What follows belongs to an exercise in optimizing a design on an open flow for small area and a short achievable clock period; a production flow would make more cautious choices.

==> trial 54: inputs <==
Design addmuladd_3_stage_signed_18_bit_xor_reduction, start of the top module:
module addmuladd_3_stage_signed_18_bit_xor_reduction(
	input signed [17:0] a,
	input signed [17:0] b,
	input signed [17:0] c,
	input signed [17:0] d,
	output [17:0] out,
	input clk);
Settings: LEC_CHECK=0, ABC_AREA=1, CAP_MARGIN=20, CORE_MARGIN=2, CORE_UTILIZATION=40, CTS_BUF_LIST=sky130_fd_sc_hd__clkbuf_4 sky130_fd_sc_hd__clkbuf_8, SLEW_MARGIN=20; clock period 10.0 ns.
standard.sh (not shown) runs the stock make flow with config.mk's settings and CLKGATE_MAP_FILE= SYNTH_SCRIPT=/design/flow/synth_recipe.tcl, a recipe that flattens the netlist after the stock synthesis.
==> flow/flow/run.sh <==
#!/bin/bash
# The standard layout (standard.sh), with these changes:
#  - after the standard synthesis, inverters around full-adder cells are removed by
#    flipping the polarity of full adders (invopt2.py); registers are not touched;
#  - ports are buffered with buf_1 cells (the resizer upsizes them where timing needs it);
#  - timing repair aims at a larger setup margin than the design's clock needs, so
#    the layout is optimised for the period it achieves.
set -euo pipefail
MARGIN=6.9
R=$PWD/orfs/results/sky130hd/addmuladd_3_stage_signed_18_bit_xor_reduction/base
bash standard.sh $R/1_2_yosys.v > synth.log 2>&1
cp $R/1_2_yosys.v $R/1_2_yosys_std.v
python3 flow/invopt2.py $R/1_2_yosys_std.v $R/1_2_yosys.v > invopt.log 2>&1
bash standard.sh SETUP_SLACK_MARGIN=$MARGIN "BUFFER_PORTS_ARGS=-buffer_cell sky130_fd_sc_hd__buf_1" finish > layout.log 2>&1
Other scripts of this flow, unchanged in this note and not shown: flow/flow/invopt2.py
==> build 6 (differences from trial 54) <==
--- a/flow/design.v
+++ b/flow/design.v
@@ -610,13 +610,13 @@
 	wire hs355;
 	wire hc356;
 	wire fs357;
 	wire fc358;
 	wire hs359;
 	wire hc360;
-	reg [76:0] q_r;
+	reg [83:0] q_r;
 	wire q0 = q_r[0];
 	wire q1 = q_r[1];
 	wire q2 = q_r[2];
 	wire q3 = q_r[3];
 	wire q4 = q_r[4];
 	wire q5 = q_r[5];
@@ -688,12 +688,19 @@
 	wire q71 = q_r[71];
 	wire q72 = q_r[72];
 	wire q73 = q_r[73];
 	wire q74 = q_r[74];
 	wire q75 = q_r[75];
 	wire q76 = q_r[76];
+	wire q77 = q_r[77];
+	wire q78 = q_r[78];
+	wire q79 = q_r[79];
+	wire q80 = q_r[80];
+	wire q81 = q_r[81];
+	wire q82 = q_r[82];
+	wire q83 = q_r[83];
 	assign pp0_0 = ((~(onen_r[0] | bn_r[0])) ^ neg_r[0]);
 	assign pp0_1 = ((~((onen_r[0] | bn_r[1]) & (twon_r[0] | bn_r[0]))) ^ neg_r[0]);
 	assign pp0_2 = ((~((onen_r[0] | bn_r[2]) & (twon_r[0] | bn_r[1]))) ^ neg_r[0]);
 	assign pp0_3 = ((~((onen_r[0] | bn_r[3]) & (twon_r[0] | bn_r[2]))) ^ neg_r[0]);
 	assign pp0_4 = ((~((onen_r[0] | bn_r[4]) & (twon_r[0] | bn_r[3]))) ^ neg_r[0]);
 	assign pp0_5 = ((~((onen_r[0] | bn_r[5]) & (twon_r[0] | bn_r[4]))) ^ neg_r[0]);
@@ -953,74 +960,74 @@
 	assign fs77 = pp5_1 ^ fc62 ^ fc64;
 	assign fc78 = (pp5_1 & fc62) | (pp5_1 & fc64) | (fc62 & fc64);
 	assign fs79 = fs73 ^ fs75 ^ fc66;
 	assign fc80 = (fs73 & fs75) | (fs73 & fc66) | (fs75 & fc66);
 	assign fs81 = fc68 ^ fs77 ^ fs79;
 	assign fc82 = (fc68 & fs77) | (fc68 & fs79) | (fs77 & fs79);
-	assign hs83 = fc70 ^ hc72;
-	assign hc84 = fc70 & hc72;
+	assign hs83 = q22 ^ q23;
+	assign hc84 = q22 & q23;
 	assign fs85 = c_r[12] ^ neg_r[6] ^ pp0_12;
 	assign fc86 = (c_r[12] & neg_r[6]) | (c_r[12] & pp0_12) | (neg_r[6] & pp0_12);
 	assign fs87 = pp1_10 ^ pp2_8 ^ pp3_6;
 	assign fc88 = (pp1_10 & pp2_8) | (pp1_10 & pp3_6) | (pp2_8 & pp3_6);
 	assign fs89 = pp4_4 ^ pp5_2 ^ pp6_0;
 	assign fc90 = (pp4_4 & pp5_2) | (pp4_4 & pp6_0) | (pp5_2 & pp6_0);
 	assign fs91 = fc74 ^ fc76 ^ fs85;
 	assign fc92 = (fc74 & fc76) | (fc74 & fs85) | (fc76 & fs85);
 	assign fs93 = fs87 ^ fs89 ^ fc78;
 	assign fc94 = (fs87 & fs89) | (fs87 & fc78) | (fs89 & fc78);
 	assign fs95 = fs91 ^ fc80 ^ fs93;
 	assign fc96 = (fs91 & fc80) | (fs91 & fs93) | (fc80 & fs93);
-	assign hs97 = q24 ^ q25;
-	assign hc98 = q24 & q25;
+	assign hs97 = q25 ^ q26;
+	assign hc98 = q25 & q26;
 	assign fs99 = c_r[13] ^ pp0_13 ^ pp1_11;
 	assign fc100 = (c_r[13] & pp0_13) | (c_r[13] & pp1_11) | (pp0_13 & pp1_11);
 	assign fs101 = pp2_9 ^ pp3_7 ^ pp4_5;
 	assign fc102 = (pp2_9 & pp3_7) | (pp2_9 & pp4_5) | (pp3_7 & pp4_5);
 	assign fs103 = pp5_3 ^ pp6_1 ^ fc86;
 	assign fc104 = (pp5_3 & pp6_1) | (pp5_3 & fc86) | (pp6_1 & fc86);
 	assign fs105 = fc88 ^ fc90 ^ fs99;
 	assign fc106 = (fc88 & fc90) | (fc88 & fs99) | (fc90 & fs99);
 	assign fs107 = fs101 ^ fc92 ^ fs103;
 	assign fc108 = (fs101 & fc92) | (fs101 & fs103) | (fc92 & fs103);
-	assign fs109 = fs105 ^ fc94 ^ fs107;
-	assign fc110 = (fs105 & fc94) | (fs105 & fs107) | (fc94 & fs107);
-	assign hs111 = q27 ^ q28;
-	assign hc112 = q27 & q28;
+	assign fs109 = q27 ^ q28 ^ q29;
+	assign fc110 = (q27 & q28) | (q27 & q29) | (q28 & q29);
+	assign hs111 = q30 ^ hc98;
+	assign hc112 = q30 & hc98;
 	assign fs113 = c_r[14] ^ neg_r[7] ^ pp0_14;
 	assign fc114 = (c_r[14] & neg_r[7]) | (c_r[14] & pp0_14) | (neg_r[7] & pp0_14);
 	assign fs115 = pp1_12 ^ pp2_10 ^ pp3_8;
 	assign fc116 = (pp1_12 & pp2_10) | (pp1_12 & pp3_8) | (pp2_10 & pp3_8);
 	assign fs117 = pp4_6 ^ pp5_4 ^ pp6_2;
 	assign fc118 = (pp4_6 & pp5_4) | (pp4_6 & pp6_2) | (pp5_4 & pp6_2);
 	assign fs119 = pp7_0 ^ fc100 ^ fc102;
 	assign fc120 = (pp7_0 & fc100) | (pp7_0 & fc102) | (fc100 & fc102);
 	assign fs121 = fs113 ^ fs115 ^ fs117;
 	assign fc122 = (fs113 & fs115) | (fs113 & fs117) | (fs115 & fs117);
 	assign fs123 = fc104 ^ fc106 ^ fs119;
 	assign fc124 = (fc104 & fc106) | (fc104 & fs119) | (fc106 & fs119);
-	assign fs125 = fs121 ^ fc108 ^ fs123;
-	assign fc126 = (fs121 & fc108) | (fs121 & fs123) | (fc108 & fs123);
-	assign hs127 = q29 ^ q30;
-	assign hc128 = q29 & q30;
+	assign fs125 = q31 ^ q32 ^ q33;
+	assign fc126 = (q31 & q32) | (q31 & q33) | (q32 & q33);
+	assign hs127 = hc112 ^ fc110;
+	assign hc128 = hc112 & fc110;
 	assign fs129 = c_r[15] ^ pp0_15 ^ pp1_13;
 	assign fc130 = (c_r[15] & pp0_15) | (c_r[15] & pp1_13) | (pp0_15 & pp1_13);
 	assign fs131 = pp2_11 ^ pp3_9 ^ pp4_7;
 	assign fc132 = (pp2_11 & pp3_9) | (pp2_11 & pp4_7) | (pp3_9 & pp4_7);
 	assign fs133 = pp5_5 ^ pp6_3 ^ pp7_1;
 	assign fc134 = (pp5_5 & pp6_3) | (pp5_5 & pp7_1) | (pp6_3 & pp7_1);
 	assign fs135 = fc114 ^ fc116 ^ fc118;
 	assign fc136 = (fc114 & fc116) | (fc114 & fc118) | (fc116 & fc118);
 	assign fs137 = fs129 ^ fs131 ^ fs133;
 	assign fc138 = (fs129 & fs131) | (fs129 & fs133) | (fs131 & fs133);
 	assign fs139 = fc120 ^ fc122 ^ fs135;
 	assign fc140 = (fc120 & fc122) | (fc120 & fs135) | (fc122 & fs135);
-	assign fs141 = fs137 ^ fc124 ^ fs139;
-	assign fc142 = (fs137 & fc124) | (fs137 & fs139) | (fc124 & fs139);
-	assign hs143 = q31 ^ q32;
-	assign hc144 = q31 & q32;
+	assign fs141 = q34 ^ q35 ^ q36;
+	assign fc142 = (q34 & q35) | (q34 & q36) | (q35 & q36);
+	assign hs143 = fc126 ^ fs141;
+	assign hc144 = fc126 & fs141;
 	assign fs145 = c_r[16] ^ pr0_r[0] ^ neg_r[8];
 	assign fc146 = (c_r[16] & pr0_r[0]) | (c_r[16] & neg_r[8]) | (pr0_r[0] & neg_r[8]);
 	assign fs147 = pp1_14 ^ pp2_12 ^ pp3_10;
 	assign fc148 = (pp1_14 & pp2_12) | (pp1_14 & pp3_10) | (pp2_12 & pp3_10);
 	assign fs149 = pp4_8 ^ pp5_6 ^ pp6_4;
 	assign fc150 = (pp4_8 & pp5_6) | (pp4_8 & pp6_4) | (pp5_6 & pp6_4);
@@ -1029,16 +1036,16 @@
 	assign fs153 = fc130 ^ fc132 ^ fc134;
 	assign fc154 = (fc130 & fc132) | (fc130 & fc134) | (fc132 & fc134);
 	assign fs155 = fs147 ^ fs149 ^ fs151;
 	assign fc156 = (fs147 & fs149) | (fs147 & fs151) | (fs149 & fs151);
 	assign fs157 = fc136 ^ fc138 ^ fs153;
 	assign fc158 = (fc136 & fc138) | (fc136 & fs153) | (fc138 & fs153);
-	assign fs159 = fs155 ^ fc140 ^ fs157;
-	assign fc160 = (fs155 & fc140) | (fs155 & fs157) | (fc140 & fs157);
-	assign hs161 = q33 ^ q34;
-	assign hc162 = q33 & q34;
+	assign fs159 = q37 ^ q38 ^ q39;
+	assign fc160 = (q37 & q38) | (q37 & q39) | (q38 & q39);
+	assign hs161 = fc142 ^ fs159;
+	assign hc162 = fc142 & fs159;
 	assign fs163 = ~(~c_r[17] ^ pr0_r[1]);
 	assign fc164 = ~c_r[17] | pr0_r[1];
 	assign fs165 = fs163 ^ fc146 ^ pp1_15;
 	assign fc166 = (fs163 & fc146) | (fs163 & pp1_15) | (fc146 & pp1_15);
 	assign fs167 = pp2_13 ^ pp3_11 ^ pp4_9;
 	assign fc168 = (pp2_13 & pp3_11) | (pp2_13 & pp4_9) | (pp3_11 & pp4_9);
@@ -1049,14 +1056,14 @@
 	assign fs173 = fc152 ^ fs165 ^ fs167;
 	assign fc174 = (fc152 & fs165) | (fc152 & fs167) | (fs165 & fs167);
 	assign fs175 = fs169 ^ fc154 ^ fs171;
 	assign fc176 = (fs169 & fc154) | (fs169 & fs171) | (fc154 & fs171);
 	assign fs177 = fc156 ^ fs173 ^ fc158;
 	assign fc178 = (fc156 & fs173) | (fc156 & fc158) | (fs173 & fc158);
-	assign fs179 = q35 ^ q36 ^ q37;
-	assign fc180 = (q35 & q36) | (q35 & q37) | (q36 & q37);
+	assign fs179 = q40 ^ q41 ^ fc160;
+	assign fc180 = (q40 & q41) | (q40 & fc160) | (q41 & fc160);
 	assign fs181 = pr0_r[2] ^ pr1_r[0] ^ neg_r[9];
 	assign fc182 = (pr0_r[2] & pr1_r[0]) | (pr0_r[2] & neg_r[9]) | (pr1_r[0] & neg_r[9]);
 	assign fs183 = fc164 ^ pp2_14 ^ pp3_12;
 	assign fc184 = (fc164 & pp2_14) | (fc164 & pp3_12) | (pp2_14 & pp3_12);
 	assign fs185 = pp4_10 ^ pp5_8 ^ pp6_6;
 	assign fc186 = (pp4_10 & pp5_8) | (pp4_10 & pp6_6) | (pp5_8 & pp6_6);
@@ -1067,14 +1074,14 @@
 	assign fs191 = fc170 ^ fs183 ^ fs185;
 	assign fc192 = (fc170 & fs183) | (fc170 & fs185) | (fs183 & fs185);
 	assign fs193 = fs187 ^ fc172 ^ fc174;
 	assign fc194 = (fs187 & fc172) | (fs187 & fc174) | (fc172 & fc174);
 	assign fs195 = fs189 ^ fs191 ^ fc176;
 	assign fc196 = (fs189 & fs191) | (fs189 & fc176) | (fs191 & fc176);
-	assign fs197 = q38 ^ q39 ^ q40;
-	assign fc198 = (q38 & q39) | (q38 & q40) | (q39 & q40);
+	assign fs197 = q42 ^ q43 ^ q44;
+	assign fc198 = (q42 & q43) | (q42 & q44) | (q43 & q44);
 	assign fs199 = ~(pr1_r[1] ^ fc182);
 	assign fc200 = pr1_r[1] | fc182;
 	assign fs201 = pp2_15 ^ pp3_13 ^ pp4_11;
 	assign fc202 = (pp2_15 & pp3_13) | (pp2_15 & pp4_11) | (pp3_13 & pp4_11);
 	assign fs203 = pp5_9 ^ pp6_7 ^ pp7_5;
 	assign fc204 = (pp5_9 & pp6_7) | (pp5_9 & pp7_5) | (pp6_7 & pp7_5);
@@ -1083,16 +1090,16 @@
 	assign fs207 = fc184 ^ fc186 ^ fc188;
 	assign fc208 = (fc184 & fc186) | (fc184 & fc188) | (fc186 & fc188);
 	assign fs209 = fs201 ^ fs203 ^ fs205;
 	assign fc210 = (fs201 & fs203) | (fs201 & fs205) | (fs203 & fs205);
 	assign fs211 = fc190 ^ fc192 ^ fs207;
 	assign fc212 = (fc190 & fc192) | (fc190 & fs207) | (fc192 & fs207);
-	assign fs213 = fs209 ^ fc194 ^ fs211;
-	assign fc214 = (fs209 & fc194) | (fs209 & fs211) | (fc194 & fs211);
-	assign hs215 = q41 ^ q42;
-	assign hc216 = q41 & q42;
+	assign fs213 = q45 ^ q46 ^ q47;
+	assign fc214 = (q45 & q46) | (q45 & q47) | (q46 & q47);
+	assign hs215 = q48 ^ fc198;
+	assign hc216 = q48 & fc198;
 	assign fs217 = pr1_r[2] ^ pp2_16 ^ pp3_14;
 	assign fc218 = (pr1_r[2] & pp2_16) | (pr1_r[2] & pp3_14) | (pp2_16 & pp3_14);
 	assign fs219 = pp4_12 ^ pp5_10 ^ pp6_8;
 	assign fc220 = (pp4_12 & pp5_10) | (pp4_12 & pp6_8) | (pp5_10 & pp6_8);
 	assign fs221 = pp7_6 ^ pp8_4 ^ pp9_2;
 	assign fc222 = (pp7_6 & pp8_4) | (pp7_6 & pp9_2) | (pp8_4 & pp9_2);
@@ -1101,92 +1108,92 @@
 	assign fs225 = fs217 ^ fs219 ^ fs221;
 	assign fc226 = (fs217 & fs219) | (fs217 & fs221) | (fs219 & fs221);
 	assign fs227 = fc206 ^ fc208 ^ fs223;
 	assign fc228 = (fc206 & fc208) | (fc206 & fs223) | (fc208 & fs223);
 	assign fs229 = fs225 ^ fc210 ^ fc212;
 	assign fc230 = (fs225 & fc210) | (fs225 & fc212) | (fc210 & fc212);
-	assign fs231 = q43 ^ q44 ^ q45;
-	assign fc232 = (q43 & q44) | (q43 & q45) | (q44 & q45);
+	assign fs231 = q49 ^ q50 ^ fc214;
+	assign fc232 = (q49 & q50) | (q49 & fc214) | (q50 & fc214);
 	assign fs233 = ~(pp2_17 ^ pp3_15);
 	assign fc234 = pp2_17 | pp3_15;
 	assign fs235 = pp4_13 ^ pp5_11 ^ pp6_9;
 	assign fc236 = (pp4_13 & pp5_11) | (pp4_13 & pp6_9) | (pp5_11 & pp6_9);
 	assign fs237 = pp7_7 ^ pp8_5 ^ pp9_3;
 	assign fc238 = (pp7_7 & pp8_5) | (pp7_7 & pp9_3) | (pp8_5 & pp9_3);
 	assign fs239 = fs233 ^ fc218 ^ fc220;
 	assign fc240 = (fs233 & fc218) | (fs233 & fc220) | (fc218 & fc220);
 	assign fs241 = fc222 ^ fs235 ^ fs237;
 	assign fc242 = (fc222 & fs235) | (fc222 & fs237) | (fs235 & fs237);
 	assign fs243 = fc224 ^ fc226 ^ fs239;
 	assign fc244 = (fc224 & fc226) | (fc224 & fs239) | (fc226 & fs239);
-	assign fs245 = fs241 ^ fc228 ^ fs243;
-	assign fc246 = (fs241 & fc228) | (fs241 & fs243) | (fc228 & fs243);
-	assign hs247 = q46 ^ q47;
-	assign hc248 = q46 & q47;
+	assign fs245 = q51 ^ q52 ^ q53;
+	assign fc246 = (q51 & q52) | (q51 & q53) | (q52 & q53);
+	assign hs247 = q54 ^ fs245;
+	assign hc248 = q54 & fs245;
 	assign fs249 = pp2_18 ^ pp3_16 ^ pp4_14;
 	assign fc250 = (pp2_18 & pp3_16) | (pp2_18 & pp4_14) | (pp3_16 & pp4_14);
 	assign fs251 = pp5_12 ^ pp6_10 ^ pp7_8;
 	assign fc252 = (pp5_12 & pp6_10) | (pp5_12 & pp7_8) | (pp6_10 & pp7_8);
 	assign fs253 = pp8_6 ^ pp9_4 ^ fc234;
 	assign fc254 = (pp8_6 & pp9_4) | (pp8_6 & fc234) | (pp9_4 & fc234);
 	assign fs255 = fc236 ^ fc238 ^ fs249;
 	assign fc256 = (fc236 & fc238) | (fc236 & fs249) | (fc238 & fs249);
 	assign fs257 = fs251 ^ fs253 ^ fc240;
 	assign fc258 = (fs251 & fs253) | (fs251 & fc240) | (fs253 & fc240);
 	assign fs259 = fc242 ^ fs255 ^ fc244;
 	assign fc260 = (fc242 & fs255) | (fc242 & fc244) | (fs255 & fc244);
-	assign fs261 = q48 ^ q49 ^ q50;
-	assign fc262 = (q48 & q49) | (q48 & q50) | (q49 & q50);
+	assign fs261 = q55 ^ q56 ^ fc246;
+	assign fc262 = (q55 & q56) | (q55 & fc246) | (q56 & fc246);
 	assign fs263 = ~(pp3_17 ^ pp4_15);
 	assign fc264 = pp3_17 | pp4_15;
 	assign fs265 = pp5_13 ^ pp6_11 ^ pp7_9;
 	assign fc266 = (pp5_13 & pp6_11) | (pp5_13 & pp7_9) | (pp6_11 & pp7_9);
 	assign fs267 = pp8_7 ^ pp9_5 ^ fs263;
 	assign fc268 = (pp8_7 & pp9_5) | (pp8_7 & fs263) | (pp9_5 & fs263);
 	assign fs269 = fc250 ^ fc252 ^ fs265;
 	assign fc270 = (fc250 & fc252) | (fc250 & fs265) | (fc252 & fs265);
 	assign fs271 = fc254 ^ fs267 ^ fc256;
 	assign fc272 = (fc254 & fs267) | (fc254 & fc256) | (fs267 & fc256);
-	assign fs273 = fs269 ^ fc258 ^ fs271;
-	assign fc274 = (fs269 & fc258) | (fs269 & fs271) | (fc258 & fs271);
-	assign hs275 = q51 ^ q52;
-	assign hc276 = q51 & q52;
+	assign fs273 = q57 ^ q58 ^ q59;
+	assign fc274 = (q57 & q58) | (q57 & q59) | (q58 & q59);
+	assign hs275 = q60 ^ fs273;
+	assign hc276 = q60 & fs273;
 	assign fs277 = pp3_18 ^ pp4_16 ^ pp5_14;
 	assign fc278 = (pp3_18 & pp4_16) | (pp3_18 & pp5_14) | (pp4_16 & pp5_14);
 	assign fs279 = pp6_12 ^ pp7_10 ^ pp8_8;
 	assign fc280 = (pp6_12 & pp7_10) | (pp6_12 & pp8_8) | (pp7_10 & pp8_8);
 	assign fs281 = pp9_6 ^ fc264 ^ fc266;
 	assign fc282 = (pp9_6 & fc264) | (pp9_6 & fc266) | (fc264 & fc266);
 	assign fs283 = fs277 ^ fs279 ^ fc268;
 	assign fc284 = (fs277 & fs279) | (fs277 & fc268) | (fs279 & fc268);
 	assign fs285 = fc270 ^ fs281 ^ fs283;
 	assign fc286 = (fc270 & fs281) | (fc270 & fs283) | (fs281 & fs283);
-	assign fs287 = q53 ^ q54 ^ q55;
-	assign fc288 = (q53 & q54) | (q53 & q55) | (q54 & q55);
+	assign fs287 = q61 ^ q62 ^ fc274;
+	assign fc288 = (q61 & q62) | (q61 & fc274) | (q62 & fc274);
 	assign fs289 = ~(pp4_17 ^ pp5_15);
 	assign fc290 = pp4_17 | pp5_15;
 	assign fs291 = pp6_13 ^ pp7_11 ^ pp8_9;
 	assign fc292 = (pp6_13 & pp7_11) | (pp6_13 & pp8_9) | (pp7_11 & pp8_9);
 	assign fs293 = pp9_7 ^ fs289 ^ fc278;
 	assign fc294 = (pp9_7 & fs289) | (pp9_7 & fc278) | (fs289 & fc278);
 	assign fs295 = fc280 ^ fs291 ^ fc282;
 	assign fc296 = (fc280 & fs291) | (fc280 & fc282) | (fs291 & fc282);
 	assign fs297 = fs293 ^ fc284 ^ fs295;
 	assign fc298 = (fs293 & fc284) | (fs293 & fs295) | (fc284 & fs295);
-	assign hs299 = q56 ^ q57;
-	assign hc300 = q56 & q57;
+	assign hs299 = q63 ^ q64;
+	assign hc300 = q63 & q64;
 	assign fs301 = pp4_18 ^ pp5_16 ^ pp6_14;
 	assign fc302 = (pp4_18 & pp5_16) | (pp4_18 & pp6_14) | (pp5_16 & pp6_14);
 	assign fs303 = pp7_12 ^ pp8_10 ^ pp9_8;
 	assign fc304 = (pp7_12 & pp8_10) | (pp7_12 & pp9_8) | (pp8_10 & pp9_8);
 	assign fs305 = fc290 ^ fc292 ^ fs301;
 	assign fc306 = (fc290 & fc292) | (fc290 & fs301) | (fc292 & fs301);
 	assign fs307 = fs303 ^ fc294 ^ fs305;
 	assign fc308 = (fs303 & fc294) | (fs303 & fs305) | (fc294 & fs305);
-	assign fs309 = q58 ^ q59 ^ q60;
-	assign fc310 = (q58 & q59) | (q58 & q60) | (q59 & q60);
+	assign fs309 = q65 ^ q66 ^ q67;
+	assign fc310 = (q65 & q66) | (q65 & q67) | (q66 & q67);
 	assign fs311 = ~(pp5_17 ^ pp6_15);
 	assign fc312 = pp5_17 | pp6_15;
 	assign fs313 = pp7_13 ^ pp8_11 ^ pp9_9;
 	assign fc314 = (pp7_13 & pp8_11) | (pp7_13 & pp9_9) | (pp8_11 & pp9_9);
 	assign fs315 = fs311 ^ fc302 ^ fc304;
 	assign fc316 = (fs311 & fc302) | (fs311 & fc304) | (fc302 & fc304);
@@ -1232,16 +1239,16 @@
 	assign hc356 = fs353 & fc350;
 	assign fs357 = pp8_18 ^ pp9_16 ^ fc354;
 	assign fc358 = (pp8_18 & pp9_16) | (pp8_18 & fc354) | (pp9_16 & fc354);
 	assign hs359 = pp9_17 ^ fc358;
 	assign hc360 = pp9_17 & fc358;
 	always @(posedge clk) begin
-		q_r <= {hs359, fs357, hc356, hs355, fc352, fs351, hc348, hs347, fc342, fs341, hc336, hs335, fc328, fs327, hc320, hs319, fc298, fs307, fc296, fs297, fc286, fc274, fs285, fc272, fs273, fc260, fs259, fc246, fs257, fs245, fc230, fs229, fc214, fs227, fs213, fc196, fs195, fc178, fs193, fs177, fc160, fs175, fs159, fc142, fs141, fc126, fs125, fc110, fs109, fc96, hc84, fs95, fc82, hs83, fs81, hs71, hc60, hs59, hc50, hs49, fs47, hs39, fs37, hs31, fs29, hs23, fs21, hs17, fs15, hs11, fs9, hs7, fs5, hs3, pp0_1, hs1, pp0_0};
+		q_r <= {hs359, fs357, hc356, hs355, fc352, fs351, hc348, hs347, fc342, fs341, hc336, hs335, fc328, fs327, hc320, hs319, fc298, fs307, fc296, fs297, fc286, fs285, fc272, fc260, fs271, fc258, fs269, fs259, fs257, fc230, fs243, fc228, fs241, fs229, fs227, fc196, fs211, fc194, fs209, fs195, fc178, fs193, fs177, fs175, fs157, fc140, fs155, fs139, fc124, fs137, fs123, fc108, fs121, fc96, fs107, fc94, fs105, fs95, fc82, fs81, hc72, fc70, hs71, hc60, hs59, hc50, hs49, fs47, hs39, fs37, hs31, fs29, hs23, fs21, hs17, fs15, hs11, fs9, hs7, fs5, hs3, pp0_1, hs1, pp0_0};
 	end
-	wire [35:0] x = {1'b1, q74, q72, q70, q68, q66, q64, q62, fc310, hc300, fc288, hc276, fc262, hc248, fc232, hc216, fc198, fc180, hc162, hc144, hc128, hc112, hc98, q26, q22, q20, q18, q16, q14, q12, q10, q8, q6, q4, q2, q0};
-	wire [35:0] y = {q76, q75, q73, q71, q69, q67, q65, q63, q61, fs309, hs299, fs287, hs275, fs261, hs247, fs231, hs215, fs197, fs179, hs161, hs143, hs127, hs111, hs97, q23, q21, q19, q17, q15, q13, q11, q9, q7, q5, q3, q1};
+	wire [35:0] x = {1'b1, q81, q79, q77, q75, q73, q71, q69, fc310, hc300, fc288, hc276, fc262, hc248, fc232, hc216, fs213, fc180, hc162, hc144, hc128, fs125, fs109, hc84, q24, q20, q18, q16, q14, q12, q10, q8, q6, q4, q2, q0};
+	wire [35:0] y = {q83, q82, q80, q78, q76, q74, q72, q70, q68, fs309, hs299, fs287, hs275, fs261, hs247, fs231, hs215, fs197, fs179, hs161, hs143, hs127, hs111, hs97, hs83, q21, q19, q17, q15, q13, q11, q9, q7, q5, q3, q1};
 	wire [35:0] qg = x & y, qp = x ^ y;
 	wire qG0_0 = qg[0], qP0_0 = qp[0];
 	wire qG0_1 = qg[1] | (qp[1] & qG0_0), qP0_1 = qp[1] & qP0_0;
 	wire qG0_2 = qg[2] | (qp[2] & qG0_1), qP0_2 = qp[2] & qP0_1;
 	wire qG0_3 = qg[3] | (qp[3] & qG0_2), qP0_3 = qp[3] & qP0_2;
 	wire qh0_0 = qG0_0 ^ qG0_1 ^ qG0_2 ^ qG0_3;
==> results.txt <==
* Multi-input gate count at 1051
* Max frequency at 322.5 MHz
* # rows at 66
* Total GRT Usage at 0.2002
* Status: no timing/DRC/antenna violations
-- figures above: build 6

==> results.txt <==
* Total GRT Usage at 0.1863
* Multi-input gate count at 1000
* # rows at 65
* Status: no timing/DRC/antenna violations
* Max-cap violations at 0
* Max frequency at 325.2 MHz
-- figures above: trial 54

Function was not checked in any run of this note: the RTL went through the layout flow alone.

## port drivers added, routing unchanged
The results above use ideal ports. As a check the final layouts listed here were re-extracted and re-timed, cells and wires unchanged.
Step 1, drivers: a clkbuf_16 drives clk and a buf_2 each remaining input, both assumed.
Step 2 times the ports against the registers' clock, not the clock port: input delays grow and output delays shrink by t, the midpoint of the rising clock arrivals with the driver on.
Three values: ideal, step 1, step 2; two values: the first two.
run | t (ns) | setup WS [ns] | worst setup path after step 2 | slew at the worst register clock pin (ns) | worst data-port slew with drivers (ns)
trial 54 | 0.520 | 6.925 / 6.880 / 6.617 | input to register | 0.10 / 0.10 | 0.07
build 6 | 0.522 | 6.899 / 6.858 / 6.609 | input to register | 0.11 / 0.11 | 0.04
After both steps setup and hold are still met in every run listed. For trial 54, which loses most, drivers alone change the setup slack by -0.045 ns; drivers and shift together by -0.308 ns.
